This design comes from an exercise in tuning for small area, a short achievable clock period and few clock cycles per item on the open sky130 flow, not from production work. Function was checked by simulation only, so behaviour that the tests miss may differ from the original. Power is estimated from default activity; no workload was simulated.

## flow/design.v (module list and top-level ports; edited modules follow where they fit)
// module cnm_top: 1215 lines
// module cnm_fa: 4 lines
// module cnm_ha: 4 lines
// module cnm_hn: 4 lines
// module cnm_ao: 3 lines
// module cnm_an: 3 lines
// module cnm_x2: 3 lines
// module cnm_xn: 3 lines
// module cnm_or: 3 lines
module cnm_top (
    input  logic               clk,
    input  logic               rst,
    input  logic               in_valid,
    input  logic signed [7:0]  rea,
    input  logic signed [7:0]  ima,
    input  logic signed [7:0]  req,
    input  logic signed [7:0]  imq,
    output logic               out_valid,
    output logic signed [15:0] rep,
    output logic signed [15:0] imp
);
  // ...
==> flow/flow/run.sh <==
#!/bin/bash
# Own layout flow: the standard flow (standard synthesis, same steps and
# settings) with two changes:
#  - the port buffers are the small sky130 buf_1 cell instead of the delay
#    cell buffer_ports picks by default (every input and output port still
#    gets its own buffer; repair may resize them);
#  - clock tree synthesis adds no dummy loads.
set -euo pipefail
export BUFFER_PORTS_ARGS="-buffer_cell sky130_fd_sc_hd__buf_1"
export CTS_ARGS="-sink_clustering_enable -repair_clock_nets -dont_use_dummy_load -buf_list {sky130_fd_sc_hd__clkbuf_4 sky130_fd_sc_hd__clkbuf_8}"
bash standard.sh > flow_make.log 2>&1
==> flow/standard.sh <==
#!/bin/bash
# synth_recipe.tcl (not shown) runs the flow's synth.tcl, then flattens the netlist and writes it again
# the make line also repeats each setting of config.mk as NAME=value (left out here)
make -C /OpenROAD-flow-scripts/flow DESIGN_CONFIG=/design/flow/config.mk WORK_HOME=/design/flow/orfs CLKGATE_MAP_FILE= SYNTH_SCRIPT=/design/flow/synth_recipe.tcl "${@:-finish}"
==> flow/config.mk <==
export PLATFORM = sky130hd
export DESIGN_NAME = cnm_top
export DESIGN_NICKNAME = cnm_top
export VERILOG_FILES = /design/flow/design.v
export SDC_FILE = /design/flow/constraint.sdc
export NUM_CORES = 4
export LEC_CHECK = 0
export CAP_MARGIN = 20
export CORE_MARGIN = 2
export CORE_UTILIZATION = 40
export CTS_BUF_LIST = sky130_fd_sc_hd__clkbuf_4 sky130_fd_sc_hd__clkbuf_8
export SETUP_SLACK_MARGIN = 4.3
export SLEW_MARGIN = 20
export SYNTH_HIERARCHICAL = 1
==> flow/constraint.sdc <==
create_clock -name core_clock -period 7.0 [get_ports {clk}]
set_input_delay 1.4000 -clock core_clock [delete_from_list [all_inputs] [get_ports {clk}]]
set_output_delay 1.4000 -clock core_clock [all_outputs]
set_load 0.01 [all_outputs]
==> run summary, run 1 <==
pin count of the biggest net entering global routing 24; clock latency (worst-skew pair) roughly 0.46 ns; Detail Route met3 WL roughly 1.3 mm; number of H-tree branching levels 4; number of logic stages on the critical path including buffering 5; Final Instance Count excl. Fillers ~1200; share of synthesized area spent on multiplexers 0%; largest registers ranked by flip-flop count imp: 16 flops, rep: 16 flops; post-layout total power around 0.0046 W; Synth area leader sky130_fd_sc_hd__dfxtp_1; most used cells in the layout excluding fill and tap cells 186 x sky130_fd_sc_hd__xnor2_1, 123 x sky130_fd_sc_hd__dfxtp_1, 104 x sky130_fd_sc_hd__fa_1, 69 x sky130_fd_sc_hd__a22oi_1, 67 x sky130_fd_sc_hd__buf_1; highest ir drop seen on vdd 0.000256 V; unrepaired setup endpoints after global routing yes; CP top delay family adder cells; Synth Net Count approximately 1000; slew at the pin closest to its max-slew limit roughly 0.85 ns; met2 Usage GRT a little under 30%; leading cell category by total area multi-input combinational cells; Avg Inst Size Synth between 10 and 15 µm²; placer's final routability congestion estimate about 0.87; hold buffer count at cts 0; post-synthesis adder-cell area fraction roughly 25%; status timing/DRC/antenna clean; highest metal layer with signal wires met4; initial antenna violation count 0; clock transition at the register clock pins on the worst setup and hold paths after CTS 0.08 ns
Testbench counts, summed over its fixed seeds: cycles 16,024, items 16,000.
==> run 2: changes to the inputs <==
--- a/flow/flow/run.sh
+++ b/flow/flow/run.sh
@@ -9,3 +9,4 @@
 export BUFFER_PORTS_ARGS="-buffer_cell sky130_fd_sc_hd__buf_1"
 export CTS_ARGS="-sink_clustering_enable -repair_clock_nets -dont_use_dummy_load -buf_list {sky130_fd_sc_hd__clkbuf_4 sky130_fd_sc_hd__clkbuf_8}"
+export RECOVER_POWER=100
 bash standard.sh > flow_make.log 2>&1
--- a/flow/config.mk
+++ b/flow/config.mk
@@ -10,5 +10,5 @@
 export CORE_UTILIZATION = 40
 export CTS_BUF_LIST = sky130_fd_sc_hd__clkbuf_4 sky130_fd_sc_hd__clkbuf_8
-export SETUP_SLACK_MARGIN = 4.3
+export SETUP_SLACK_MARGIN = 4.5
 export SLEW_MARGIN = 20
 export SYNTH_HIERARCHICAL = 1
==> run 2 against run 1 <==
Compared with the run above:
- now fails the layout checks on capacitance limit, slew limit
- final cell count up 1.3%
- flip-flop and latch count unchanged
- first-iteration DRC count up 7.9%
- clock power about the same
- sequential share of layout area up 0.13 points
- worst hold slack about the same
- total power up 0.13%
- synthesized area unchanged
- sequential power about the same
- combinational power about the same
- via count up 0.78%
- critical path type unchanged
- critical endpoint is now rep_s161_q1_577
- highest routed layer unchanged
==> run summary, run 2 <==
leak pwr 3.92 nW (was 3.84 nW); clock transition at the register clock pins on the worst setup and hold paths after CTS 0.08 ns (about the same); Max Fanout on Critical Path 20 (was 18); synth top area cells sky130_fd_sc_hd__dfxtp_1 31%, sky130_fd_sc_hd__fa_1 21%, sky130_fd_sc_hd__xnor2_1 17% (unchanged); DP HPWL 14.4 mm (unchanged); fraction of registers with async set/reset 0% (unchanged); number of global-route vias before repair 6362 (was 6355); Hold Fails Final Rpt 0 (unchanged); Synth area leader sky130_fd_sc_hd__dfxtp_1 (unchanged); number of warnings reported in the yosys synthesis log 7 (unchanged); Wirelength per Cell 17.9 µm (was 18.0 µm); CTS tree yes (unchanged); Max Clk Rate 297 MHz (was 386 MHz); total I/O pin count 68 (unchanged); slew at the pin closest to its max-slew limit 1.65 ns (was 0.850 ns); share of synthesized area occupied by flip-flops and latches 31.1% (unchanged); number of H-tree branching levels 4 (unchanged); critical path start-end classification flop to flop (unchanged); pin count of the biggest net entering global routing 24 (unchanged); post-synthesis cell count 823 (unchanged); cell repeated most along the worst path sky130_fd_sc_hd__fa_1 (unchanged); setup total negative slack 0 ns (unchanged); final routed DRC violation total 0 (unchanged); Final setup viols 0 (unchanged); Overflow after GRT 0 (unchanged); wire length of the first global-routing pass 35.1 mm (was 35.0 mm); CTS Sinks 153 (unchanged); Power Density 444 mW/mm² (was 451 mW/mm²); path type of the worst min-delay path flop to flop (unchanged); largest registers ranked by flip-flop count imp: 16 flops, rep: 16 flops (unchanged); Min Hold Slack 0.316 ns (about the same); Critical Path AT 3.70 ns (was 2.91 ns); Max clock buf depth 2 (unchanged); Period minus WS final 3.36 ns (was 2.59 ns); number of nets in the final layout 1035 (was 1020); initial antenna violation count 0 (unchanged); GRT Resource Usage Total 17.7% (about the same); status complete, but fails checks (was timing/DRC/antenna clean); die area 0.0259 mm² (unchanged); most common cell in the synthesized netlist sky130_fd_sc_hd__xnor2_1 (unchanged); CP top delay family adder cells (unchanged); fraction of final layout cells with drive strength greater than 1 12.6% (was 12.1%); Die W 161 µm (unchanged); post-route antenna net violation count 0 (unchanged); violated layout checks capacitance limit, slew limit; number of inserted diodes 0 (unchanged); leading register cell type out of synthesis sky130_fd_sc_hd__dfxtp_1 (unchanged); Fillers 2357 (was 2360); most common library cell in the layout ignoring fill and taps sky130_fd_sc_hd__xnor2_1 (unchanged); sort of element at the end of the critical path flop (unchanged); final number of max-transition violations 21 (was 0); worst relative slew slack -10.3% (was 43.3%); max-capacitance violation count 1 (was 0); area delta synth->final 5.70% (was 4.13%); number of iterations in the first detailed-routing pass 5 (unchanged); cell chosen for the clock root sky130_fd_sc_hd__clkbuf_8 (unchanged); row cnt 57 (unchanged); cell area after technology mapping 0.00984 mm² (unchanged); delay contributed by the slowest stage of the critical path 1.19 ns (was 0.65 ns); most used cells in the layout excluding fill and tap cells 185 x sky130_fd_sc_hd__xnor2_1, 125 x sky130_fd_sc_hd__dfxtp_1, 104 x sky130_fd_sc_hd__fa_1, 75 x sky130_fd_sc_hd__a22oi_1, 63 x sky130_fd_sc_hd__buf_1 (was 186 x sky130_fd_sc_hd__xnor2_1, 123 x sky130_fd_sc_hd__dfxtp_1, 104 x sky130_fd_sc_hd__fa_1, 69 x sky130_fd_sc_hd__a22oi_1, 67 x sky130_fd_sc_hd__buf_1); area fraction of the dominant cell type after synthesis 31.1% (unchanged); hold buffer count at cts 0 (unchanged); top cells by count, synth 186 x sky130_fd_sc_hd__xnor2_1, 153 x sky130_fd_sc_hd__dfxtp_1, 104 x sky130_fd_sc_hd__fa_1, 69 x sky130_fd_sc_hd__a22oi_1, 43 x sky130_fd_sc_hd__a22oi_2 (unchanged); critical path startpoint category flop (unchanged); via total after detailed routing 5945 (was 5899); Core Area 0.0242 mm² (unchanged); unrepaired setup endpoints after global routing yes (unchanged); quantity of I/O buffers inserted on ports 67 (unchanged); number of enable-type register cells in the synthesized netlist 0 (unchanged); initial core utilization 40.6% (unchanged); DR iter-0 viols 397 (was 368); TritonCTS Buffers 17 (unchanged); Crit-path slowest cell sky130_fd_sc_hd__clkbuf_1 (was sky130_fd_sc_hd__dfxtp_2); via-per-instance ratio 5.00 (was 5.03); Worst Skew 0.0194 ns (about the same); Synth Net Count 992 (unchanged); number of register bits inferred by synthesis 153 (unchanged); Die Y-Extent 161 µm (unchanged); buffer and inverter count on the worst path 1 (was 0); ratio of final minimum period to clock period 48.0% (was 37.0%); Data required, critical path 7.34 ns (was 7.32 ns); post-synth cell types 26 (unchanged); Avg Inst Size Synth 12.0 µm² (unchanged); total wire length 21.3 mm (was 21.1 mm); highest ir drop seen on vdd 0.000256 V (about the same); placer's final routability congestion estimate 0.868 (unchanged); clock latency (worst-skew pair) 0.46 ns (about the same); cells along the critical path clkbuf_1 > xnor2_1 > fa_1 > fa_1 > fa_1 (was o21ai_0 > xor2_1 > fa_1 > fa_1 > fa_1)
[run 2: logic make-up (layout without fill, tap and decap cells)]
| kind of cell | count (synthesis) | in the layout | share of synthesized area [%] |
|---|---|---|---|
| XOR/XNOR | 200 | 200 | 17.8 |
| AND/OR/NAND/NOR | 75 | 75 | 4.35 |
| adder cells (fa/ha/maj) | 134 | 134 | 25.0 |
| flip-flops | 153 | 153 | 31.1 |
| AO/OA/AOI/OAI | 174 | 174 | 14.9 |
| buffers and inverters | 87 | 128 | 6.85 |
[run 2: layout make-up]
| cell class | count | area [µm²] | area share [%] |
|---|---|---|---|
| multi-input cells | 583 | 6080 | 58.5 |
| well taps | 324 | 405 | 3.90 |
| flip-flops and latches | 153 | 3160 | 30.4 |
| clock buffers | 17 | 234 | 2.25 |
| repair buffers | 91 | 435 | 4.19 |
| inverters | 20 | 82.6 | 0.794 |
[run 2: final timing paths]
check,cells past startpoint,start,to,slack [ns]
setup reg to reg,5,req_nneg_r[2],rep_s161_q1_577,3.64
setup / recovery,5,req_nneg_r[2],rep_s161_q1_577,3.64
hold / removal,0,n555_q1_639,rep[0],0.32
hold reg to reg,0,n555_q1_639,rep[0],0.32
[run 2: power by group]
| part | internal (W) | switching, W |
|---|---|---|
| Sequential | 0.00126 | 0.000202 |
| Clock | 0.000214 | 0.000289 |
| Combinational | 0.00137 | 0.00128 |
| Total | 0.00285 | 0.00178 |
[run 2: modules after synthesis (local to each module, per instance), a selection]
module | copies in the design | flops+latches | cell area, µm² | cells inside
cnm_ao | 40 | 0 | 7.51 | 1
cnm_or | 24 | 0 | 6.26 | 1
cnm_an | 18 | 0 | 6.26 | 1
cnm_xn | 48 | 0 | 8.76 | 1
cnm_fa | 104 | 0 | 20.0 | 1
cnm_top | 1 | 153 | 6400 | 559
cnm_ha | 30 | 0 | 12.5 | 1
[run 2: metrics by stage]
stage | util [%] | instance area (µm²) | setup WS, ns | instances | power (W)
after floorplan | - | 9840 | 4.64 | 823 | 0.00360
after CTS | 42.3 | 10300 | 4.49 | 1173 | 0.00472
after global routing | 42.9 | 10400 | 3.41 | 1188 | 0.00515
after global placement | 41.1 | 9970 | 4.07 | 1156 | 0.00417
after detailed placement | 41.1 | 9970 | 4.02 | 1156 | 0.00419
final | 42.9 | 10400 | 3.64 | 1188 | 0.00462
[run 2: timing repair]
| action | in CTS | in global routing |
|---|---|---|
| pin swaps | 0 | 0 |
| hold endpoints to repair | 0 | 0 |
| gates cloned | 0 | 0 |
| resized for setup | 34 | 32 |
| setup endpoints to repair | 40 | 17 |
| buffers inserted | 0 | 15 |
[run 2: metal layers]
layer | part of all wire, % | global-route usage [%] | up-vias
met4 | 2.4 | 6.05 | 0
met2 | 48 | 29.1 | 183
met3 | 5.6 | 4.49 | 31
met1 | 44 | 22.8 | 2935
li1 | - | - | 2796
met5 | 0 | 0 | -
[run 2: worst register-to-register path, stage by stage (launching register included)]
cell and delay, ns:
sky130_fd_sc_hd__dfxtp_1 0.31, sky130_fd_sc_hd__clkbuf_1 1.19, sky130_fd_sc_hd__xnor2_1 0.29, sky130_fd_sc_hd__fa_1 0.55
sky130_fd_sc_hd__fa_1 0.46, sky130_fd_sc_hd__fa_1 0.44
==> run 3: changes to the inputs <==
--- a/flow/flow/run.sh
+++ b/flow/flow/run.sh
@@ -9,4 +9,3 @@
 export BUFFER_PORTS_ARGS="-buffer_cell sky130_fd_sc_hd__buf_1"
 export CTS_ARGS="-sink_clustering_enable -repair_clock_nets -dont_use_dummy_load -buf_list {sky130_fd_sc_hd__clkbuf_4 sky130_fd_sc_hd__clkbuf_8}"
-export RECOVER_POWER=100
 bash standard.sh > flow_make.log 2>&1
==> run 3 against run 2 <==
Compared with the run above:
- now clean on timing, DRC and antenna
- design area rose by 0.50%
- total power hardly changed
- combinational power about the same
- register-to-register slack improved by 0.96 ns
- sequential share of layout area about the same
- via count increased by 0.24%
- count of clock-buffer cells in the layout is the same
- critical path depth unchanged
- synthesized cell count stayed put
- final cell count unchanged
- fmax rose by 40%
- clock skew hardly changed
- highest routed layer unchanged
==> run summary, run 3 <==
status timing/DRC/antenna clean (was complete, but fails checks); Overflow after GRT 0 (unchanged); cell chosen for the clock root sky130_fd_sc_hd__clkbuf_8 (unchanged); synth top area cells sky130_fd_sc_hd__dfxtp_1 31%, sky130_fd_sc_hd__fa_1 21%, sky130_fd_sc_hd__xnor2_1 17% (unchanged); launch instance of the worst min-delay path n555_q1_639 (unchanged); DP HPWL 14.4 mm (unchanged); leading register cell type out of synthesis sky130_fd_sc_hd__dfxtp_1 (unchanged); instance area at placement 0.00997 mm² (unchanged); area fraction of the dominant cell type after synthesis 31.1% (unchanged); Hold Path End rep[0] (unchanged); post-synthesis cell count 823 (unchanged); most used cells in the layout excluding fill and tap cells 185 x sky130_fd_sc_hd__xnor2_1, 122 x sky130_fd_sc_hd__dfxtp_1, 104 x sky130_fd_sc_hd__fa_1, 69 x sky130_fd_sc_hd__a22oi_1, 67 x sky130_fd_sc_hd__buf_1 (was 185 x sky130_fd_sc_hd__xnor2_1, 125 x sky130_fd_sc_hd__dfxtp_1, 104 x sky130_fd_sc_hd__fa_1, 75 x sky130_fd_sc_hd__a22oi_1, 63 x sky130_fd_sc_hd__buf_1); share of synthesized area occupied by flip-flops and latches 31.1% (unchanged); number of H-tree branching levels 4 (unchanged); R2R Setup Slk 4.60 ns (was 3.64 ns); simple-gate area share of the yosys netlist 4.35% (unchanged); CTS Sinks 153 (unchanged); clock transition at the register clock pins on the worst setup and hold paths after CTS 0.08 ns (about the same); via total after detailed routing 5959 (was 5945); cell repeated most along the worst path sky130_fd_sc_hd__fa_1 (unchanged); Data required, critical path 7.32 ns (was 7.34 ns); Crit-path slowest cell sky130_fd_sc_hd__dfxtp_4 (was sky130_fd_sc_hd__clkbuf_1); number of register bits inferred by synthesis 153 (unchanged); Max Clk Rate 416 MHz (was 297 MHz); number of inserted diodes 0 (unchanged); initial core utilization 40.6% (unchanged); max-capacitance violation count 0 (was 1); setup total negative slack 0 ns (unchanged); fraction of final layout cells with drive strength greater than 1 13.9% (was 12.6%); Die W 161 µm (unchanged); total I/O pin count 68 (unchanged); Die Y-Extent 161 µm (unchanged); Layout Cell Area excl Fill 0.0105 mm² (was 0.0104 mm²); total net switching power 0.00177 W (was 0.00178 W); relative contribution of sequential cells to total power 31.6% (about the same); unrepaired setup endpoints after global routing yes (unchanged); Wirelength per Cell 17.8 µm (was 17.9 µm); number of enable-type register cells in the synthesized netlist 0 (unchanged); most common cell in the synthesized netlist sky130_fd_sc_hd__xnor2_1 (unchanged); path type of the worst min-delay path flop to flop (unchanged); pin count of the biggest net entering global routing 24 (unchanged); number of global-route vias before repair 6362 (unchanged); final number of max-transition violations 0 (was 21); Max Fanout on Critical Path 18 (was 20); Synth Net Count 992 (unchanged); Period minus WS final 2.40 ns (was 3.36 ns); Pint 0.00285 W (about the same); Synth area leader sky130_fd_sc_hd__dfxtp_1 (unchanged); Critical R2R Launch req_one_r[1] (was req_nneg_r[2]); critical path startpoint category flop (unchanged); hold buffer count at cts 0 (unchanged); worst hold path depth 0 (unchanged); final routed DRC violation total 0 (unchanged); ratio of final minimum period to clock period 34.3% (was 48.0%); buffer and inverter count on the worst path 0 (was 1); CTS tree yes (unchanged); clock group share of total power 10.9% (about the same); logic gate share of total power 57.5% (about the same); post-route antenna net violation count 0 (unchanged); fraction of registers with async set/reset 0% (unchanged); XOR/XNOR share of the synthesized area 17.8% (unchanged); Max clock buf depth 2 (unchanged); Fillers 2346 (was 2357); top cells by count, synth 186 x sky130_fd_sc_hd__xnor2_1, 153 x sky130_fd_sc_hd__dfxtp_1, 104 x sky130_fd_sc_hd__fa_1, 69 x sky130_fd_sc_hd__a22oi_1, 43 x sky130_fd_sc_hd__a22oi_2 (unchanged); sort of element at the end of the critical path flop (unchanged); worst relative slew slack 64.6% (was -10.3%); area delta synth->final 6.23% (was 5.70%); critical path start-end classification flop to flop (unchanged); Hold Fails Final Rpt 0 (unchanged); slew at the pin closest to its max-slew limit 0.531 ns (was 1.65 ns); CP top delay family adder cells (unchanged); net switching share of the total power 38.4% (about the same); initial antenna violation count 0 (unchanged); cell area after technology mapping 0.00984 mm² (unchanged); delay contributed by the slowest stage of the critical path 0.52 ns (was 1.19 ns); clock latency (worst-skew pair) 0.46 ns (about the same); number of nets in the final layout 1035 (unchanged); # placed instances 1156 (unchanged); largest family of logic cells by synthesized area adder cells (unchanged); most common library cell in the layout ignoring fill and taps sky130_fd_sc_hd__xnor2_1 (unchanged); Power Density 442 mW/mm² (was 444 mW/mm²); number of iterations in the first detailed-routing pass 6 (was 5); number of warnings reported in the yosys synthesis log 7 (unchanged); Critical Path AT 2.73 ns (was 3.70 ns); placer's final routability congestion estimate 0.868 (unchanged); total wire length 21.2 mm (was 21.3 mm); highest ir drop seen on vdd 0.000256 V (about the same); DR iter-0 viols 459 (was 397); Avg Inst Size Synth 12.0 µm² (unchanged); post-synth cell types 26 (unchanged); Synth Area in Compound Gates 14.9% (unchanged); share of synthesized area spent on multiplexers 0% (unchanged); die area 0.0259 mm² (unchanged); Final Instance Count excl. Fillers 1188 (unchanged); largest registers ranked by flip-flop count imp: 16 flops, rep: 16 flops (unchanged); worst reg2reg endpoint rep_s163_q1_580 (was rep_s161_q1_577); post-synthesis adder-cell area fraction 25.0% (unchanged); number of cell instances on the worst register-to-register path 5 (unchanged); wire length of the first global-routing pass 35.1 mm (unchanged); via-per-instance ratio 5.02 (was 5.00); Min Hold Slack 0.316 ns (about the same); Worst Skew 0.0193 ns (was 0.0194 ns); TritonCTS Buffers 17 (unchanged); row cnt 57 (unchanged); quantity of I/O buffers inserted on ports 67 (unchanged); cells along the critical path a22oi_1 > xnor2_1 > fa_1 > fa_1 > fa_1 (was clkbuf_1 > xnor2_1 > fa_1 > fa_1 > fa_1); leak pwr 3.93 nW (was 3.92 nW); GRT Resource Usage Total 17.7% (unchanged); Core Area 0.0242 mm² (unchanged); Final setup viols 0 (unchanged)
-- run 3: cell types whose count changed in the layout (fill, tap and decap cells not counted), sizes merged --
cell,before,now
buf,83,91
clkbuf,25,17
-- run 3: how the worst max path moves through the flow --
| stage | from | end | slack, ns | depth (start not counted) |
|---|---|---|---|---|
| after CTS | imq_nneg_r[3] | rep_s161_q1_577 | 4.49 | 5 |
| after global routing | req_nneg_r[0] | rep_s163_q1_580 | 4.50 | 5 |
| after detailed placement | imq_nneg_r[3] | rep_s161_q1_577 | 4.02 | 5 |
| after floorplan | req_nneg_r[1] | rep_s163_q1_580 | 4.64 | 6 |
| final | req_one_r[1] | rep_s163_q1_580 | 4.60 | 5 |
| after global placement | imq_nneg_r[3] | rep_s161_q1_577 | 4.07 | 5 |
-- run 3: Yosys stat by module (local to each module, per instance), excerpt --
module | flip-flops and latches | cells | times used | cell area (µm²)
cnm_ao | 0 | 1 | 40 | 7.51
cnm_xn | 0 | 1 | 48 | 8.76
cnm_an | 0 | 1 | 18 | 6.26
cnm_fa | 0 | 1 | 104 | 20.0
cnm_top | 153 | 559 | 1 | 6400
cnm_or | 0 | 1 | 24 | 6.26
cnm_ha | 0 | 1 | 30 | 12.5
-- run 3: repair_timing --
action                                  in CTS  in global routing
gates resized for setup                     34                 32
hold endpoints to repair                     0                  0
endpoints found under the setup margin      40                 17
setup buffers                                0                 15
-- run 3: through the flow --
step	power (W)	setup WS [ns]	util, %
2_1_floorplan	0.00360	4.64	-
3_3_place_gp	0.00417	4.07	41.1
3_5_place_dp	0.00419	4.02	41.1
4_1_cts	0.00472	4.49	42.3
5_1_grt	0.00516	4.50	43.1
6_report	0.00462	4.60	43.1
-- run 3: logic make-up after synthesis --
| kind of cell | Yosys count |
|---|---|
| XOR/XNOR | 200 |
| AO/OA/AOI/OAI | 174 |
| flip-flops | 153 |
| adder cells (fa/ha/maj) | 134 |
| buffers and inverters | 87 |
| AND/OR/NAND/NOR | 75 |
-- run 3: power groups by stage --
stage	Combinational (W)	Sequential [W]	Clock, W
2_1_floorplan	0.00216	0.00145	0
3_3_place_gp	0.00268	0.00149	0
3_5_place_dp	0.00270	0.00149	0
4_1_cts	0.00272	0.00147	0.000528
5_1_grt	0.00308	0.00150	0.000567
6_report	0.00266	0.00146	0.000502
-- run 3: area by class of cell --
type / count / area [µm²] / share of cell area, %
multi-input combinational: 583 / 6110 / 58.5
sequential: 153 / 3170 / 30.4
timing repair buffer: 91 / 447 / 4.27
tap: 324 / 405 / 3.88
clock buffer: 17 / 234 / 2.24
inverter: 20 / 82.6 / 0.790
-- run 3: metal layers --
metal / vias up / global-route usage [%] / share of wire, %
li1: 2795 / - / -
met5: - / 0 / 0
met1: 2943 / 22.8 / 43
met3: 29 / 4.49 / 6.5
met2: 192 / 29.1 / 48
met4: 0 / 6.05 / 2.4
==> run 4: changes to the inputs <==
==> flow/flow/run.sh (replaced) <==
#!/bin/bash
# Own layout flow: the standard flow (standard synthesis, same steps and
# settings) with these changes:
#  - after the floorplan step, combinational cells that synthesis mapped at a
#    larger drive strength are set back to drive strength 1 (downsize.tcl);
#    the standard repair steps that follow upsize where timing needs it;
#  - the port buffers are the small sky130 buf_1 cell instead of the delay
#    cell buffer_ports picks by default (every input and output port still
#    gets its own buffer; repair may resize them);
#  - clock tree synthesis adds no dummy loads.
set -euo pipefail
export BUFFER_PORTS_ARGS="-buffer_cell sky130_fd_sc_hd__buf_1"
export CTS_ARGS="-sink_clustering_enable -repair_clock_nets -dont_use_dummy_load -buf_list {sky130_fd_sc_hd__clkbuf_4 sky130_fd_sc_hd__clkbuf_8}"
bash standard.sh floorplan > flow_make_floorplan.log 2>&1
RESULTS=orfs/results/$FLOW_PLATFORM/cnm_top/base \
LIB=$FLOW_HOME/platforms/$FLOW_PLATFORM/lib/sky130_fd_sc_hd__tt_025C_1v80.lib \
  openroad -no_init -exit flow/downsize.tcl > downsize.log 2>&1
touch orfs/results/$FLOW_PLATFORM/cnm_top/base/2_floorplan.odb
bash standard.sh > flow_make.log 2>&1
==> flow/flow/downsize.tcl (new file) <==
# Set every logic cell and register of the synthesized, floorplanned design to
# its drive-strength-1 variant (same function, and the same cell type for
# registers). The flow's later repair steps upsize again where timing needs
# it. Clock, tap and other special cells are left alone.
set results $::env(RESULTS)
read_liberty $::env(LIB)
read_db $results/2_floorplan.odb
set n 0
foreach inst [get_cells *] {
  set ref [get_property $inst ref_name]
  if {![regexp {^(sky130_fd_sc_hd__([a-z0-9]+))_([0-9]+)$} $ref -> base fn drive]} continue
  if {$drive <= 1} continue
  if {[regexp {^(ed|sd|dl|clk|tap|fill|decap|conb|probe|lpflow|bufinv|dly)} $fn]} continue
  set lc [get_lib_cells -quiet ${base}_1]
  if {$lc eq ""} continue
  replace_cell $inst $lc
  incr n
}
puts "downsized $n cells"
write_db $results/2_floorplan.odb
==> run 4 against run 3 <==
Compared with the run above:
- total power down 0.34%
- synthesized cell count unchanged
- routed wire length up 0.59%
- setup slack worse by 0.075 ns
- highest routed layer unchanged
==> run summary, run 4 <==
cells along the critical path o21ai_1 > xnor2_1 > fa_1 > fa_1 > fa_1 (was a22oi_1 > xnor2_1 > fa_1 > fa_1 > fa_1); row cnt 57 (unchanged); placer's final routability congestion estimate 0.861 (was 0.868); worst relative slew slack 52.7% (was 64.6%); clock group share of total power 10.9% (about the same); total net switching power 0.00177 W (about the same); number of global-route vias before repair 6114 (was 6362); via total after detailed routing 5985 (was 5959); top cells by count, synth 186 x sky130_fd_sc_hd__xnor2_1, 153 x sky130_fd_sc_hd__dfxtp_1, 104 x sky130_fd_sc_hd__fa_1, 69 x sky130_fd_sc_hd__a22oi_1, 43 x sky130_fd_sc_hd__a22oi_2 (unchanged); Overflow after GRT 0 (unchanged); number of inserted diodes 0 (unchanged); number of cell instances on the worst register-to-register path 5 (unchanged); net switching share of the total power 38.4% (about the same); leak pwr 3.88 nW (was 3.93 nW); # placed instances 1152 (was 1156); total wire length 21.3 mm (was 21.2 mm); setup total negative slack 0 ns (unchanged); Data required, critical path 7.31 ns (was 7.32 ns); largest registers ranked by flip-flop count imp: 16 flops, rep: 16 flops (unchanged); TritonCTS Buffers 17 (unchanged); Final setup viols 0 (unchanged); clock transition at the register clock pins on the worst setup and hold paths after CTS 0.09 ns (was 0.08 ns); cell area after technology mapping 0.00984 mm² (unchanged); Core Area 0.0242 mm² (unchanged); most common library cell in the layout ignoring fill and taps sky130_fd_sc_hd__xnor2_1 (unchanged); Max Fanout on Critical Path 16 (was 18); area delta synth->final 3.62% (was 6.23%); CP Capture Point rep_s163_q1_580 (unchanged); delay contributed by the slowest stage of the critical path 0.55 ns (was 0.52 ns); share of synthesized area occupied by flip-flops and latches 31.1% (unchanged); Max Clk Rate 403 MHz (was 416 MHz); quantity of I/O buffers inserted on ports 67 (unchanged); slew at the pin closest to its max-slew limit 0.709 ns (was 0.531 ns); number of register bits inferred by synthesis 153 (unchanged); DP HPWL 14.5 mm (was 14.4 mm); path type of the worst min-delay path flop to flop (unchanged); most common cell in the synthesized netlist sky130_fd_sc_hd__xnor2_1 (unchanged); ratio of final minimum period to clock period 35.4% (was 34.3%); total I/O pin count 68 (unchanged); area fraction of the dominant cell type after synthesis 31.1% (unchanged); fraction of registers with async set/reset 0% (unchanged); synth top area cells sky130_fd_sc_hd__dfxtp_1 31%, sky130_fd_sc_hd__fa_1 21%, sky130_fd_sc_hd__xnor2_1 17% (unchanged); Crit-path slowest cell sky130_fd_sc_hd__dfxtp_2 (was sky130_fd_sc_hd__dfxtp_4); DR iter-0 viols 457 (was 459); wire length of the first global-routing pass 34.2 mm (was 35.1 mm); worst setup path startpoint ima_r[7] (was req_one_r[1]); Critical R2R Launch ima_r[7] (was req_one_r[1]); final routed DRC violation total 0 (unchanged); relative contribution of sequential cells to total power 31.9% (was 31.6%); Worst Skew 0.0291 ns (was 0.0193 ns); highest ir drop seen on vdd 0.000364 V (was 0.000256 V); Power Density 452 mW/mm² (was 442 mW/mm²); Max clock buf depth 2 (unchanged); clock latency (worst-skew pair) 0.46 ns (about the same); Die Y-Extent 161 µm (unchanged); number of enable-type register cells in the synthesized netlist 0 (unchanged); Period minus WS final 2.48 ns (was 2.40 ns); Avg Inst Size Synth 12.0 µm² (unchanged); number of iterations in the first detailed-routing pass 5 (was 6); Wirelength per Cell 18.0 µm (was 17.8 µm); post-synthesis cell count 823 (unchanged); R2R Setup Slk 4.52 ns (was 4.60 ns); Final Instance Count excl. Fillers 1183 (was 1188); cell chosen for the clock root sky130_fd_sc_hd__clkbuf_8 (unchanged); Hold Fails Final Rpt 0 (unchanged); leading register cell type out of synthesis sky130_fd_sc_hd__dfxtp_1 (unchanged); Synth Net Count 992 (unchanged); number of H-tree branching levels 4 (unchanged); critical path startpoint category flop (unchanged); logic gate share of total power 57.2% (was 57.5%); most used cells in the layout excluding fill and tap cells 185 x sky130_fd_sc_hd__xnor2_1, 117 x sky130_fd_sc_hd__dfxtp_1, 112 x sky130_fd_sc_hd__a22oi_1, 104 x sky130_fd_sc_hd__fa_1, 67 x sky130_fd_sc_hd__buf_1 (was 185 x sky130_fd_sc_hd__xnor2_1, 122 x sky130_fd_sc_hd__dfxtp_1, 104 x sky130_fd_sc_hd__fa_1, 69 x sky130_fd_sc_hd__a22oi_1, 67 x sky130_fd_sc_hd__buf_1); die area 0.0259 mm² (unchanged); unrepaired setup endpoints after global routing yes (unchanged); cell repeated most along the worst path sky130_fd_sc_hd__fa_1 (unchanged); initial core utilization 40.6% (unchanged); worst reg2reg endpoint rep_s163_q1_580 (unchanged); pin count of the biggest net entering global routing 23 (was 24); hold buffer count at cts 0 (unchanged); CTS tree yes (unchanged); post-route antenna net violation count 0 (unchanged); post-synth cell types 26 (unchanged); number of nets in the final layout 1030 (was 1035); number of warnings reported in the yosys synthesis log 7 (unchanged); GRT Resource Usage Total 17.3% (was 17.7%); sort of element at the end of the critical path flop (unchanged); via-per-instance ratio 5.06 (was 5.02); Die W 161 µm (unchanged); fraction of final layout cells with drive strength greater than 1 8.96% (was 13.9%); status timing/DRC/antenna clean (unchanged); critical path start-end classification flop to flop (unchanged); Synth area leader sky130_fd_sc_hd__dfxtp_1 (unchanged); max-capacitance violation count 0 (unchanged); initial antenna violation count 0 (unchanged); Pint 0.00284 W (was 0.00285 W); CTS Sinks 153 (unchanged); final number of max-transition violations 0 (unchanged); Critical Path AT 2.79 ns (was 2.73 ns)
run 4: cell families after synthesis:
logic type | Yosys count | synth area share (%)
xor+xnor | 200 | 17.8
fa+ha+maj | 134 | 25.0
simple gates | 75 | 4.35
buf+inv | 87 | 6.85
compound gates | 174 | 14.9
flops | 153 | 31.1
run 4: per-module statistics from Yosys (local to each module, per instance), a selection:
module / flops+latches / cells inside
cnm_top: 153 / 559
cnm_xn: 0 / 1
cnm_ha: 0 / 1
cnm_an: 0 / 1
cnm_ao: 0 / 1
cnm_fa: 0 / 1
cnm_or: 0 / 1
run 4: how the worst min path moves through the flow:
stage | start | end | cells past startpoint
global route | n555_q1_639 | rep[0] | 0
global placement | n559_q1_641 | imp[0] | 0
floorplan | n559_q1_641 | imp[0] | 0
CTS | n555_q1_639 | rep[0] | 0
detailed placement | n556_q1_640 | rep[1] | 0
finish | n555_q1_639 | rep[0] | 0
run 4: routing by layer:
metal  up-vias  part of all wire (%)  GRT usage (%)
met5         -                     0              0
met4         0                   1.9           5.56
met3        28                   8.1           4.52
met2       246                    48           28.3
met1      2932                    42           22.3
li1       2779                     -              -
run 4: area by class of cell:
type | instances | area, µm²
Sequential cell | 153 | 3170
Inverter | 20 | 90.1
Tap cell | 324 | 405
Fill cell | 2400 | 14000
Multi-Input combinational cell | 583 | 5900
Clock buffer | 17 | 234
Timing Repair Buffer | 86 | 402
run 4: power groups by stage:
stage	Combinational, W	Clock [W]	Sequential (W)
6_report	0.00264	0.000501	0.00147
5_1_grt	0.00303	0.000560	0.00151
4_1_cts	0.00270	0.000528	0.00148
3_5_place_dp	0.00268	0	0.00150
3_3_place_gp	0.00266	0	0.00149
2_1_floorplan	0.00216	0	0.00145
run 4: worst max-delay path: cells and delay by family (launching register included):
kind | cells | cell delay, ns
AOI/OAI and AO/OA | 1 | 0.14
xor gates and xnor gates | 1 | 0.31
adders and majority gates | 3 | 1.34
DFF | 1 | 0.55
run 4: stage by stage:
stage	total power, W	util [%]	hold slack (ns)	cell area (µm²)	setup WS, ns
after global routing	0.00510	42.1	0.321	10200	4.48
after detailed placement	0.00418	40.1	0.316	9720	3.93
after global placement	0.00414	40.1	0.313	9720	3.97
after floorplan	0.00360	-	0.310	9840	4.64
after CTS	0.00470	41.7	0.313	10100	4.50
final	0.00461	42.1	0.312	10200	4.52
run 4: repair_timing:
item,CTS,global route
buffers inserted,9,5
gates resized for setup,50,20
pin swaps,0,0
endpoints found under the setup margin,47,18
==> run 5: changes to the inputs <==
==> flow/flow/downsize.tcl (replaced) <==
# Set every combinational cell of the synthesized, floorplanned design to its
# drive-strength-1 variant (same function and footprint family). The flow's
# later repair steps upsize again where timing needs it. Registers, clock and
# tap cells are left alone.
set results $::env(RESULTS)
read_liberty $::env(LIB)
read_db $results/2_floorplan.odb
set n 0
foreach inst [get_cells *] {
  set ref [get_property $inst ref_name]
  if {![regexp {^(sky130_fd_sc_hd__([a-z0-9]+))_([0-9]+)$} $ref -> base fn drive]} continue
  if {$drive <= 1} continue
  if {[regexp {^(df|ed|sd|dl|clk|tap|fill|decap|conb|probe|lpflow|buf|inv|bufinv|dly)} $fn]} continue
  set lc [get_lib_cells -quiet ${base}_1]
  if {$lc eq ""} continue
  replace_cell $inst $lc
  incr n
}
puts "downsized $n cells"
write_db $results/2_floorplan.odb
--- a/flow/config.mk
+++ b/flow/config.mk
@@ -10,5 +10,5 @@
 export CORE_UTILIZATION = 40
 export CTS_BUF_LIST = sky130_fd_sc_hd__clkbuf_4 sky130_fd_sc_hd__clkbuf_8
-export SETUP_SLACK_MARGIN = 4.5
+export SETUP_SLACK_MARGIN = 4.4
 export SLEW_MARGIN = 20
 export SYNTH_HIERARCHICAL = 1
==> run 5 against run 4 <==
Compared with the run above:
- still clean
- critical path type unchanged
- die area unchanged
- critical endpoint is now imp_s438_q1_618
- highest routed layer unchanged
- routed wire length is 5.0% lower
- largest power group unchanged
- via count is 2.2% lower
- count of clock-buffer cells in the layout did not move
==> run summary, run 5 <==
launch instance of the worst min-delay path n559_q1_641 (was n555_q1_639); wire length of the first global-routing pass 33.4 mm (was 34.2 mm); Max clock buf depth 2 (unchanged); Synth Area in Compound Gates 14.9% (unchanged); leading register cell type out of synthesis sky130_fd_sc_hd__dfxtp_1 (unchanged); Max Clk Rate 398 MHz (was 403 MHz); cells along the critical path a22oi_1 > xnor2_1 > fa_1 > fa_1 > fa_1 (was o21ai_1 > xnor2_1 > fa_1 > fa_1 > fa_1); row cnt 57 (unchanged); worst reg2reg endpoint imp_s438_q1_618 (was rep_s163_q1_580); DR iter-0 viols 440 (was 457); number of H-tree branching levels 4 (unchanged); XOR/XNOR share of the synthesized area 17.8% (unchanged); clock latency (worst-skew pair) 0.45 ns (was 0.46 ns); Final setup viols 0 (unchanged); initial antenna violation count 0 (unchanged); leak pwr 3.81 nW (was 3.88 nW); Critical R2R Launch imq_one_r[1] (was ima_r[7]); most common library cell in the layout ignoring fill and taps sky130_fd_sc_hd__xnor2_1 (unchanged); post-synthesis cell count 823 (unchanged); Synth Net Count 992 (unchanged); cell repeated most along the worst path sky130_fd_sc_hd__fa_1 (unchanged); Data required, critical path 7.31 ns (about the same); Final Worst Setup Slack 4.49 ns (was 4.52 ns); share of synthesized area occupied by flip-flops and latches 31.1% (unchanged); clock transition at the register clock pins on the worst setup and hold paths after CTS 0.07 ns (was 0.09 ns); CP top delay family adder cells (unchanged); Synth area leader sky130_fd_sc_hd__dfxtp_1 (unchanged); CTS tree yes (unchanged); path type of the worst min-delay path flop to flop (unchanged); worst setup path startpoint imq_one_r[1] (was ima_r[7]); Avg Inst Size Synth 12.0 µm² (unchanged); total wire length 20.3 mm (was 21.3 mm); synth top area cells sky130_fd_sc_hd__dfxtp_1 31%, sky130_fd_sc_hd__fa_1 21%, sky130_fd_sc_hd__xnor2_1 17% (unchanged); CTS Sinks 153 (unchanged); unrepaired setup endpoints after global routing no (was yes); final routed DRC violation total 0 (unchanged); fraction of registers with async set/reset 0% (unchanged); cell chosen for the clock root sky130_fd_sc_hd__clkbuf_8 (unchanged); largest family of logic cells by synthesized area adder cells (unchanged); max-capacitance violation count 0 (unchanged); Core Area 0.0242 mm² (unchanged); most common cell in the synthesized netlist sky130_fd_sc_hd__xnor2_1 (unchanged); Crit-path slowest cell sky130_fd_sc_hd__dfxtp_2 (unchanged); Wirelength per Cell 17.3 µm (was 18.0 µm); Final Core Density 41.3% (was 42.1%); top cells by count, synth 186 x sky130_fd_sc_hd__xnor2_1, 153 x sky130_fd_sc_hd__dfxtp_1, 104 x sky130_fd_sc_hd__fa_1, 69 x sky130_fd_sc_hd__a22oi_1, 43 x sky130_fd_sc_hd__a22oi_2 (unchanged); number of inserted diodes 0 (unchanged); die area 0.0259 mm² (unchanged); number of warnings reported in the yosys synthesis log 7 (unchanged); area delta synth->final 1.84% (was 3.62%); cell area after technology mapping 0.00984 mm² (unchanged); quantity of I/O buffers inserted on ports 67 (unchanged); largest registers ranked by flip-flop count imp: 16 flops, rep: 16 flops (unchanged); post-synth cell types 26 (unchanged); number of setup buffers added after CTS 0 (was 9); placer's final routability congestion estimate 0.895 (was 0.861); area fraction of the dominant cell type after synthesis 31.1% (unchanged); fraction of final layout cells with drive strength greater than 1 7.22% (was 8.96%); Overflow after GRT 0 (unchanged); hold buffer count at cts 0 (unchanged); Hold Path End imp[0] (was rep[0]); Max Fanout on Critical Path 18 (was 16); Power Density 458 mW/mm² (was 452 mW/mm²); critical path startpoint category flop (unchanged); number of register bits inferred by synthesis 153 (unchanged); Hold Fails Final Rpt 0 (unchanged); Worst Skew 0.0336 ns (was 0.0291 ns); Die Y-Extent 161 µm (unchanged); number of nets in the final layout 1016 (was 1030); pin count of the biggest net entering global routing 24 (was 23); setup total negative slack 0 ns (unchanged); highest ir drop seen on vdd 0.000217 V (was 0.000364 V); via total after detailed routing 5852 (was 5985); number of cell instances on the worst register-to-register path 5 (unchanged); R2R Setup Slk 4.49 ns (was 4.52 ns); status timing/DRC/antenna clean (unchanged); buffer and inverter count on the worst path 0 (unchanged); sort of element at the end of the critical path flop (unchanged); worst hold path depth 0 (unchanged); post-route antenna net violation count 0 (unchanged); Die W 161 µm (unchanged); Period minus WS final 2.51 ns (was 2.48 ns); worst relative slew slack 49.7% (was 52.7%); total I/O pin count 68 (unchanged); via-per-instance ratio 5.01 (was 5.06); number of iterations in the first detailed-routing pass 6 (was 5); most used cells in the layout excluding fill and tap cells 186 x sky130_fd_sc_hd__xnor2_1, 118 x sky130_fd_sc_hd__dfxtp_1, 112 x sky130_fd_sc_hd__a22oi_1, 104 x sky130_fd_sc_hd__fa_1, 67 x sky130_fd_sc_hd__buf_1 (was 185 x sky130_fd_sc_hd__xnor2_1, 117 x sky130_fd_sc_hd__dfxtp_1, 112 x sky130_fd_sc_hd__a22oi_1, 104 x sky130_fd_sc_hd__fa_1, 67 x sky130_fd_sc_hd__buf_1); number of enable-type register cells in the synthesized netlist 0 (unchanged); TritonCTS Buffers 17 (unchanged); Critical Path AT 2.82 ns (was 2.79 ns); placement-stage worst setup slack 4.13 ns (was 3.93 ns); delay contributed by the slowest stage of the critical path 0.60 ns (was 0.55 ns); DP HPWL 14.3 mm (was 14.5 mm); share of synthesized area spent on multiplexers 0% (unchanged); initial core utilization 40.6% (unchanged); final number of max-transition violations 0 (unchanged); post-synthesis adder-cell area fraction 25.0% (unchanged); slew at the pin closest to its max-slew limit 0.753 ns (was 0.709 ns); ratio of final minimum period to clock period 35.9% (was 35.4%); simple-gate area share of the yosys netlist 4.35% (unchanged); GRT Resource Usage Total 16.6% (was 17.3%); critical path start-end classification flop to flop (unchanged); number of global-route vias before repair 6215 (was 6114)
==> run 5: cell count changes in the layout (fill, tap and decap cells not counted), moves of 2 or more <==
| cell | delta |
|---|---|
| sky130_fd_sc_hd__o21ai_1 | -2 |
| sky130_fd_sc_hd__dfxtp_2 | +19 |
| sky130_fd_sc_hd__dfxtp_4 | -20 |
| sky130_fd_sc_hd__buf_4 | -13 |
| sky130_fd_sc_hd__inv_4 | +3 |
| sky130_fd_sc_hd__o21ai_0 | +2 |
| sky130_fd_sc_hd__clkinvlp_4 | -4 |
==> run 5: metrics by stage <==
| stage | area, µm² | hold WS (ns) | std cells | total power [W] |
|---|---|---|---|---|
| 2_1_floorplan | 9840 | 0.310 | 823 | 0.00360 |
| 3_3_place_gp | 9730 | 0.311 | 1152 | 0.00417 |
| 3_5_place_dp | 9730 | 0.314 | 1152 | 0.00419 |
| 4_1_cts | 10000 | 0.338 | 1169 | 0.00470 |
| 5_1_grt | 10000 | 0.345 | 1169 | 0.00512 |
| 6_report | 10000 | 0.333 | 1169 | 0.00459 |
==> run 5: how the worst max path moves through the flow <==
stage                      endpoint  slack (ns)  depth (start not counted)
finish              imp_s438_q1_618        4.49                          5
global route        rep_s163_q1_580        4.41                          5
CTS                 rep_s161_q1_577        4.37                          5
detailed placement  rep_s161_q1_577        4.13                          5
global placement    rep_s161_q1_577        4.15                          5
floorplan           rep_s163_q1_580        4.64                          6
==> run 5: cells by family (layout without fill, tap and decap cells) <==
kind of cell / after synthesis / in the layout
compound gates: 174 / 174
flops: 153 / 153
buf+inv: 87 / 109
fa+ha+maj: 134 / 134
simple gates: 75 / 75
xor+xnor: 200 / 200
==> run 5: power by group <==
| group | switching, W | total [W] | internal [W] |
|---|---|---|---|
| sequential | 0.000199 | 0.00146 | 0.00126 |
| combinational | 0.00129 | 0.00264 | 0.00136 |
| clock | 0.000271 | 0.000485 | 0.000214 |
| total | 0.00176 | 0.00459 | 0.00284 |
==> run 5: per-module statistics from Yosys (local to each module, per instance), excerpt <==
module	times used	flip-flops and latches
cnm_top	1	153
cnm_fa	104	0
cnm_ha	30	0
cnm_xn	48	0
cnm_ao	40	0
cnm_an	18	0
cnm_or	24	0
==> run 5: worst register-to-register path: cells and delay by family (launching register included) <==
kind | cells | cell delay, ns
DFF | 1 | 0.60
adders and majority gates | 3 | 1.39
xor gates and xnor gates | 1 | 0.22
AOI/OAI and AO/OA | 1 | 0.18
==> run 5: timing repair <==
action / CTS / global route
endpoints found under the hold margin: 0 / 0
pin swaps: 0 / 0
gates resized for setup: 33 / 8
setup endpoints to repair: 22 / 14
==> run 5: area by class of cell <==
class,count,area (µm²)
multi-input cells,583,5890
clock buffers,17,234
repair buffers,72,293
fillers,2390,14200
well taps,324,405
flip-flops and latches,153,3120
inverters,20,82.6
==> run 5: layer usage <==
| layer | wire length [µm] | vias to the layer above | global-route usage (%) |
|---|---|---|---|
| met3 | 1330 | 30 | 3.72 |
| met2 | 9730 | 215 | 27.4 |
| li1 | - | 2750 | - |
| met4 | 452 | 0 | 6.13 |
| met5 | 0 | - | 0 |
| met1 | 8750 | 2857 | 21.5 |
==> run 6: changes to the inputs <==
--- a/flow/config.mk
+++ b/flow/config.mk
@@ -10,5 +10,5 @@
 export CORE_UTILIZATION = 40
 export CTS_BUF_LIST = sky130_fd_sc_hd__clkbuf_4 sky130_fd_sc_hd__clkbuf_8
-export SETUP_SLACK_MARGIN = 4.4
+export SETUP_SLACK_MARGIN = 4.6
 export SLEW_MARGIN = 20
 export SYNTH_HIERARCHICAL = 1
==> run 6 against run 5 <==
Compared with the run above:
- still clean
- fmax increased by 6.9%
- design area increased by 4.4%
- count of clock-buffer cells in the layout unchanged
- via count increased by 4.5%
- worst hold slack about the same
- final cell count increased by 2.8%
- utilization increased by 1.8 points
- die area unchanged
- routed wire length increased by 3.3%
- critical endpoint unchanged
- largest power group unchanged
- highest routed layer unchanged
==> run summary, run 6 <==
Period minus WS final 2.35 ns (was 2.51 ns); Wirelength per Cell 17.4 µm (was 17.3 µm); unrepaired setup endpoints after global routing yes (was no); Hold Fails Final Rpt 0 (unchanged); post-synth cell types 26 (unchanged); Synth area leader sky130_fd_sc_hd__dfxtp_1 (unchanged); simple-gate area share of the yosys netlist 4.35% (unchanged); met3 routing resource usage after global routing 3.69% (was 3.72%); post-route antenna net violation count 0 (unchanged); via-per-instance ratio 5.09 (was 5.01); DR iter-0 viols 494 (was 440); post-layout total power 0.00470 W (was 0.00459 W); logic gate share of total power 58.8% (was 57.6%); max-capacitance violation count 0 (unchanged); pin count of the biggest net entering global routing 24 (unchanged); path type of the worst min-delay path flop to flop (unchanged); highest ir drop seen on vdd 0.000217 V (about the same); CTS tree yes (unchanged); clock latency (worst-skew pair) 0.45 ns (about the same); setup total negative slack 0 ns (unchanged); most crowded layer after global routing met2 (unchanged); sort of element at the end of the critical path flop (unchanged); leading register cell type out of synthesis sky130_fd_sc_hd__dfxtp_1 (unchanged); clock group share of total power 10.3% (was 10.6%); final routed DRC violation total 0 (unchanged); Die W 161 µm (unchanged); Avg Inst Size Synth 12.0 µm² (unchanged); Critical Path AT 2.66 ns (was 2.82 ns); clock transition at the register clock pins on the worst setup and hold paths after CTS 0.07 ns (about the same); net switching share of the total power 38.0% (was 38.2%); post-synthesis cell count 823 (unchanged); leak pwr 4.02 nW (was 3.81 nW); Final Worst Setup Slack 4.65 ns (was 4.49 ns); relative contribution of sequential cells to total power 30.9% (was 31.9%); Power Density 449 mW/mm² (was 458 mW/mm²); initial core utilization 40.6% (unchanged); row cnt 57 (unchanged); via total after detailed routing 6115 (was 5852); critical path startpoint category flop (unchanged); Worst Skew 0.0340 ns (was 0.0336 ns); most used cells in the layout excluding fill and tap cells 183 x sky130_fd_sc_hd__xnor2_1, 117 x sky130_fd_sc_hd__dfxtp_1, 108 x sky130_fd_sc_hd__a22oi_1, 102 x sky130_fd_sc_hd__fa_1, 64 x sky130_fd_sc_hd__buf_1 (was 186 x sky130_fd_sc_hd__xnor2_1, 118 x sky130_fd_sc_hd__dfxtp_1, 112 x sky130_fd_sc_hd__a22oi_1, 104 x sky130_fd_sc_hd__fa_1, 67 x sky130_fd_sc_hd__buf_1); area fraction of the dominant cell type after synthesis 31.1% (unchanged); Core Area 0.0242 mm² (unchanged); top cells by count, synth 186 x sky130_fd_sc_hd__xnor2_1, 153 x sky130_fd_sc_hd__dfxtp_1, 104 x sky130_fd_sc_hd__fa_1, 69 x sky130_fd_sc_hd__a22oi_1, 43 x sky130_fd_sc_hd__a22oi_2 (unchanged); quantity of I/O buffers inserted on ports 67 (unchanged); die area 0.0259 mm² (unchanged); TritonCTS Buffers 17 (unchanged); initial antenna violation count 0 (unchanged); synth top area cells sky130_fd_sc_hd__dfxtp_1 31%, sky130_fd_sc_hd__fa_1 21%, sky130_fd_sc_hd__xnor2_1 17% (unchanged); placer's final routability congestion estimate 0.895 (unchanged); number of iterations in the first detailed-routing pass 6 (unchanged); largest registers ranked by flip-flop count imp: 16 flops, rep: 16 flops (unchanged); Die Y-Extent 161 µm (unchanged); cell chosen for the clock root sky130_fd_sc_hd__clkbuf_8 (unchanged); total wire length 20.9 mm (was 20.3 mm); area delta synth->final 6.36% (was 1.84%); CTS Sinks 153 (unchanged); share of synthesized area spent on multiplexers 0% (unchanged); Pint 0.00291 W (was 0.00284 W); number of global-route vias before repair 6248 (was 6215); met2 Usage GRT 27.4% (about the same); cell area after technology mapping 0.00984 mm² (unchanged); number of nets in the final layout 1049 (was 1016); most common cell in the synthesized netlist sky130_fd_sc_hd__xnor2_1 (unchanged); number of enable-type register cells in the synthesized netlist 0 (unchanged); Synth Net Count 992 (unchanged); post-synthesis adder-cell area fraction 25.0% (unchanged); share of synthesized area occupied by flip-flops and latches 31.1% (unchanged); fraction of registers with async set/reset 0% (unchanged); placement-stage worst setup slack 4.13 ns (unchanged); wire length of the first global-routing pass 33.5 mm (was 33.4 mm); number of register bits inferred by synthesis 153 (unchanged); Max Fanout on Critical Path 18 (unchanged); worst relative slew slack 72.0% (was 49.7%); GRT Resource Usage Total 16.7% (was 16.6%); largest family of logic cells by synthesized area adder cells (unchanged); critical path start-end classification flop to flop (unchanged); XOR/XNOR share of the synthesized area 17.8% (unchanged); Final setup viols 0 (unchanged); worst hold path depth 0 (unchanged); R2R Setup Slk 4.65 ns (was 4.49 ns); number of inserted diodes 0 (unchanged); total net switching power 0.00179 W (was 0.00176 W); fraction of final layout cells with drive strength greater than 1 12.6% (was 7.22%); DP HPWL 14.3 mm (unchanged); number of H-tree branching levels 4 (unchanged); slew at the pin closest to its max-slew limit 0.420 ns (was 0.753 ns); Data required, critical path 7.31 ns (about the same); status timing/DRC/antenna clean (unchanged); most common library cell in the layout ignoring fill and taps sky130_fd_sc_hd__xnor2_1 (unchanged); number of cell instances on the worst register-to-register path 5 (unchanged); number of warnings reported in the yosys synthesis log 7 (unchanged); GR Util met1 21.5% (about the same); Synth Area in Compound Gates 14.9% (unchanged); Overflow after GRT 0 (unchanged); Max clock buf depth 2 (unchanged); total I/O pin count 68 (unchanged); final number of max-transition violations 0 (unchanged); ratio of final minimum period to clock period 33.6% (was 35.9%); Max Clk Rate 425 MHz (was 398 MHz)
[run 6: cell counts after synthesis]
No cell type changed its count.
[run 6: cell families (layout without fill, tap and decap cells)]
family          count (synthesis)  after routing
compound gates                174            174
xor+xnor                      200            200
fa+ha+maj                     134            134
buf+inv                        87            142
flops                         153            153
simple gates                   75             75
[run 6: worst paths after layout]
check	start	end
worst min-delay path	n559_q1_641	imp[0]
worst max-delay path	imq_one_r[1]	imp_s438_q1_618
worst min register to register	n559_q1_641	imp[0]
worst max register to register	imq_one_r[1]	imp_s438_q1_618
[run 6: stage by stage]
step | hold WS [ns] | area (µm²) | instances | utilization (%)
after floorplan | 0.310 | 9840 | 823 | -
after global placement | 0.311 | 9730 | 1152 | 40.1
after detailed placement | 0.314 | 9730 | 1152 | 40.1
after CTS | 0.338 | 10100 | 1171 | 41.7
after global routing | 0.345 | 10500 | 1202 | 43.2
final | 0.333 | 10500 | 1202 | 43.2
[run 6: layer usage]
| layer | up-vias | wire (µm) |
|---|---|---|
| li1 | 2821 | - |
| met1 | 3030 | 9040 |
| met2 | 230 | 10000 |
| met3 | 34 | 1330 |
| met4 | 0 | 504 |
| met5 | - | 0 |
[run 6: final cells by class]
type / count / area, µm²
fill: 2370 / 13800
multi-input combinational: 583 / 5960
sequential: 153 / 3190
timing repair buffer: 105 / 592
tap: 324 / 405
clock buffer: 17 / 234
inverter: 20 / 82.6
[run 6: worst max-delay path, stage by stage (launching register included)]
cell and delay (ns):
sky130_fd_sc_hd__dfxtp_4 0.49, sky130_fd_sc_hd__a22oi_1 0.14, sky130_fd_sc_hd__xnor2_1 0.21, sky130_fd_sc_hd__fa_1 0.50, sky130_fd_sc_hd__fa_1 0.45, sky130_fd_sc_hd__fa_1 0.43
[run 6: power groups by stage]
stage	Sequential [W]	Combinational [W]	Clock, W
after CTS	0.00146	0.00272	0.000518
after global routing	0.00149	0.00319	0.000550
after detailed placement	0.00149	0.00270	0
after global placement	0.00148	0.00268	0
final	0.00145	0.00277	0.000484
after floorplan	0.00145	0.00216	0
[run 6: timing repair]
item                       4_1_cts  5_1_grt
pin swaps                        0        4
setup endpoints to repair       42       27
hold buffers                     0        0
gates resized for setup         66       29
buffers inserted                 2       31
[run 6: per-module statistics from Yosys (local to each module, per instance), a selection]
| module | area, µm² | flops+latches | times used | cells |
|---|---|---|---|---|
| cnm_ao | 7.51 | 0 | 40 | 1 |
| cnm_xn | 8.76 | 0 | 48 | 1 |
| cnm_or | 6.26 | 0 | 24 | 1 |
| cnm_top | 6400 | 153 | 1 | 559 |
| cnm_ha | 12.5 | 0 | 30 | 1 |
| cnm_an | 6.26 | 0 | 18 | 1 |
| cnm_fa | 20.0 | 0 | 104 | 1 |
==> run 7: changes to the inputs <==
--- a/flow/config.mk
+++ b/flow/config.mk
@@ -10,5 +10,5 @@
 export CORE_UTILIZATION = 40
 export CTS_BUF_LIST = sky130_fd_sc_hd__clkbuf_4 sky130_fd_sc_hd__clkbuf_8
-export SETUP_SLACK_MARGIN = 4.6
+export SETUP_SLACK_MARGIN = 4.5
 export SLEW_MARGIN = 20
 export SYNTH_HIERARCHICAL = 1
==> run 7 against run 6 <==
Compared with the run above:
- flip-flop and latch count unchanged
- sequential power is essentially flat
- sequential share of layout area grew 0.94 points
- die area is the same
- setup slack got worse by 0.082 ns
- routed wire length is 2.6% lower
- count of clock-buffer cells in the layout unchanged
- combinational power down 4%
- critical path depth stayed put
- largest cell class unchanged
- largest power group unchanged
- highest routed layer unchanged
==> run summary, run 7 <==
status timing/DRC/antenna clean (unchanged); critical path startpoint category flop (unchanged); Worst Skew 0.0335 ns (was 0.0340 ns); via total after detailed routing 5911 (was 6115); DR iter-0 viols 406 (was 494); sort of element at the end of the critical path flop (unchanged); most common library cell in the layout ignoring fill and taps sky130_fd_sc_hd__xnor2_1 (unchanged); # placed instances 1152 (unchanged); total I/O pin count 68 (unchanged); synth top area cells sky130_fd_sc_hd__dfxtp_1 31%, sky130_fd_sc_hd__fa_1 21%, sky130_fd_sc_hd__xnor2_1 17% (unchanged); worst setup path startpoint imq_two_r[1] (was imq_one_r[1]); number of cell instances on the worst register-to-register path 5 (unchanged); Die W 161 µm (unchanged); slew at the pin closest to its max-slew limit 0.759 ns (was 0.420 ns); unrepaired setup endpoints after global routing no (was yes); Max Fanout on Critical Path 16 (was 18); row cnt 57 (unchanged); Wirelength per Cell 17.4 µm (about the same); number of inserted diodes 0 (unchanged); Max Clk Rate 411 MHz (was 425 MHz); share of synthesized area occupied by flip-flops and latches 31.1% (unchanged); Die Y-Extent 161 µm (unchanged); Period minus WS final 2.43 ns (was 2.35 ns); fraction of final layout cells with drive strength greater than 1 7.34% (was 12.6%); Final Instance Count excl. Fillers 1169 (was 1202); number of register bits inferred by synthesis 153 (unchanged); number of nets in the final layout 1016 (was 1049); max-capacitance violation count 0 (unchanged); TritonCTS Buffers 17 (unchanged); placer's final routability congestion estimate 0.895 (unchanged); fraction of registers with async set/reset 0% (unchanged); Critical R2R Launch imq_two_r[1] (was imq_one_r[1]); most crowded layer after global routing met2 (unchanged); Hold Fails Final Rpt 0 (unchanged); Synth area leader sky130_fd_sc_hd__dfxtp_1 (unchanged); leak pwr 3.82 nW (was 4.02 nW); GRT Resource Usage Total 16.6% (was 16.7%); leading register cell type out of synthesis sky130_fd_sc_hd__dfxtp_1 (unchanged); critical path start-end classification flop to flop (unchanged); final number of max-transition violations 0 (unchanged); Data required, critical path 7.31 ns (about the same); launch instance of the worst min-delay path n559_q1_641 (unchanged); worst relative slew slack 49.4% (was 72.0%); Avg Inst Size Synth 12.0 µm² (unchanged); number of enable-type register cells in the synthesized netlist 0 (unchanged); number of iterations in the first detailed-routing pass 6 (unchanged); most used cells in the layout excluding fill and tap cells 186 x sky130_fd_sc_hd__xnor2_1, 118 x sky130_fd_sc_hd__dfxtp_1, 112 x sky130_fd_sc_hd__a22oi_1, 104 x sky130_fd_sc_hd__fa_1, 67 x sky130_fd_sc_hd__buf_1 (was 183 x sky130_fd_sc_hd__xnor2_1, 117 x sky130_fd_sc_hd__dfxtp_1, 108 x sky130_fd_sc_hd__a22oi_1, 102 x sky130_fd_sc_hd__fa_1, 64 x sky130_fd_sc_hd__buf_1); CTS Sinks 153 (unchanged); clock transition at the register clock pins on the worst setup and hold paths after CTS 0.07 ns (about the same); number of warnings reported in the yosys synthesis log 7 (unchanged); area delta synth->final 2.58% (was 6.36%); ratio of final minimum period to clock period 34.8% (was 33.6%); initial core utilization 40.6% (unchanged); Synth Net Count 992 (unchanged); via-per-instance ratio 5.06 (was 5.09); Critical Path AT 2.74 ns (was 2.66 ns); clock latency (worst-skew pair) 0.45 ns (about the same); pin count of the biggest net entering global routing 24 (unchanged); highest ir drop seen on vdd 0.000217 V (about the same); setup total negative slack 0 ns (unchanged); total wire length 20.4 mm (was 20.9 mm); worst hold path depth 0 (unchanged); post-synth cell types 26 (unchanged); most common cell in the synthesized netlist sky130_fd_sc_hd__xnor2_1 (unchanged); post-synthesis cell count 823 (unchanged); die area 0.0259 mm² (unchanged); final routed DRC violation total 0 (unchanged); post-route antenna net violation count 0 (unchanged); met3 routing resource usage after global routing 3.82% (was 3.69%); Overflow after GRT 0 (unchanged); cell chosen for the clock root sky130_fd_sc_hd__clkbuf_8 (unchanged); number of H-tree branching levels 4 (unchanged); cell area after technology mapping 0.00984 mm² (unchanged); GR Util met1 21.3% (was 21.5%); number of global-route vias before repair 6230 (was 6248); area fraction of the dominant cell type after synthesis 31.1% (unchanged); Core Area 0.0242 mm² (unchanged); DP HPWL 14.3 mm (unchanged); path type of the worst min-delay path flop to flop (unchanged); Power Density 457 mW/mm² (was 449 mW/mm²); quantity of I/O buffers inserted on ports 67 (unchanged); largest registers ranked by flip-flop count imp: 16 flops, rep: 16 flops (unchanged); met2 Usage GRT 27.1% (was 27.4%); wire length of the first global-routing pass 33.3 mm (was 33.5 mm); number of setup buffers added after CTS 0 (was 2); Max clock buf depth 2 (unchanged); CTS tree yes (unchanged); Final setup viols 0 (unchanged); initial antenna violation count 0 (unchanged); top cells by count, synth 186 x sky130_fd_sc_hd__xnor2_1, 153 x sky130_fd_sc_hd__dfxtp_1, 104 x sky130_fd_sc_hd__fa_1, 69 x sky130_fd_sc_hd__a22oi_1, 43 x sky130_fd_sc_hd__a22oi_2 (unchanged)
run 7: cell types whose count changed in the layout (fill, tap and decap cells not counted), moves of 4 or more:
cell / previous run / this run
sky130_fd_sc_hd__dfxtp_4: 34 / 27
sky130_fd_sc_hd__dfxtp_2: 2 / 8
sky130_fd_sc_hd__a22oi_2: 4 / 0
sky130_fd_sc_hd__buf_4: 30 / 2
sky130_fd_sc_hd__a22oi_1: 108 / 112
run 7: kinds of logic (layout without fill, tap and decap cells):
group                      after synthesis  count (layout)  synth area share, %
and+or+nand+nor                         75              75                 4.35
adders and majority gates              134             134                 25.0
buffers and inverters                   87             109                 6.85
DFF                                    153             153                 31.1
AOI/OAI and AO/OA                      174             174                 14.9
xor gates and xnor gates               200             200                 17.8
run 7: critical path, cell delays in order (launching register included):
cell and delay (ns):
sky130_fd_sc_hd__dfxtp_2 0.56, sky130_fd_sc_hd__a22oi_1 0.14, sky130_fd_sc_hd__xnor2_1 0.22, sky130_fd_sc_hd__fa_1 0.50, sky130_fd_sc_hd__fa_1 0.45, sky130_fd_sc_hd__fa_1 0.44
run 7: timing repair:
item	in CTS	in global routing
cloned	0	0
hold buffers	0	0
resized for setup	38	30
hold endpoints to repair	0	0
setup endpoints to repair	30	16
run 7: modules after synthesis (local to each module, per instance), a selection:
module	cells inside	times used
cnm_an	1	18
cnm_fa	1	104
cnm_or	1	24
cnm_top	559	1
cnm_ao	1	40
cnm_xn	1	48
cnm_ha	1	30
run 7: final cells by class:
| type | instances | area (µm²) |
|---|---|---|
| tap | 324 | 405 |
| multi-input combinational | 583 | 5900 |
| timing repair buffer | 72 | 300 |
| inverter | 20 | 85.1 |
| fill | 2384 | 14200 |
| clock buffer | 17 | 234 |
| sequential | 153 | 3170 |
run 7: final timing paths:
| check | end | slack (ns) |
|---|---|---|
| min reg2reg | imp[0] | 0.33 |
| max | imp_s438_q1_618 | 4.57 |
| min | imp[0] | 0.33 |
| max reg2reg | imp_s438_q1_618 | 4.57 |
run 7: metrics by stage:
| step | power [W] | hold WS (ns) | util, % | cell area (µm²) | setup slack, ns |
|---|---|---|---|---|---|
| 3_5_place_dp | 0.00419 | 0.314 | 40.1 | 9730 | 4.13 |
| 3_3_place_gp | 0.00417 | 0.311 | 40.1 | 9730 | 4.15 |
| 2_1_floorplan | 0.00360 | 0.310 | - | 9840 | 4.64 |
| 4_1_cts | 0.00470 | 0.338 | 41.3 | 10000 | 4.48 |
| 5_1_grt | 0.00515 | 0.345 | 41.6 | 10100 | 4.50 |
| 6_report | 0.00461 | 0.333 | 41.6 | 10100 | 4.57 |
run 7: layer usage:
layer | routed length (µm) | up-vias
li1 | - | 2752
met1 | 8690 | 2893
met2 | 9660 | 234
met3 | 1460 | 32
met4 | 566 | 0
met5 | 0 | -
run 7: power by group:
| group | leakage [nW] | switching (W) | total (W) | internal, W |
|---|---|---|---|---|
| combinational | 2.40 | 0.00129 | 0.00267 | 0.00138 |
| sequential | 1.30 | 0.000200 | 0.00146 | 0.00126 |
| clock | 0.122 | 0.000270 | 0.000484 | 0.000214 |

==> afterwards: timing with drivers on the ports <==
The flow's constraints put no driver on any port. The routed layouts listed below were extracted and timed again, unchanged, in two steps.
Step 1, drivers: a clkbuf_16 drives clk and a buf_2 each remaining input, both assumed.
Step 2 also shifts input and output timing later by t, the mid clock arrival at the registers, as if the neighbouring blocks saw the same clock.
Three values: no drivers, after step 1, after step 2; two values: the first two.
| run | t (ns) | slack for setup (ns) | worst setup path at the end | slew at the worst register clock pin (ns) | worst data-port slew with drivers (ns) |
|---|---|---|---|---|---|
| run 1 | 0.488 | 4.412 / 4.412 / 4.412 | register to register | 0.08 / 0.08 | 0.03 |
| run 2 | 0.496 | 3.638 / 3.638 / 3.638 | register to register | 0.08 / 0.08 | 0.03 |
| run 3 | 0.492 | 4.597 / 4.597 / 4.597 | register to register | 0.08 / 0.08 | 0.03 |
| run 4 | 0.481 | 4.521 / 4.521 / 4.521 | register to register | 0.09 / 0.09 | 0.04 |
| run 5 | 0.473 | 4.487 / 4.487 / 4.487 | register to register | 0.09 / 0.09 | 0.03 |
| run 6 | 0.473 | 4.649 / 4.632 / 4.649 | register to register | 0.09 / 0.09 | 0.03 |
| run 7 | 0.472 | 4.567 / 4.567 / 4.567 | register to register | 0.09 / 0.09 | 0.03 |
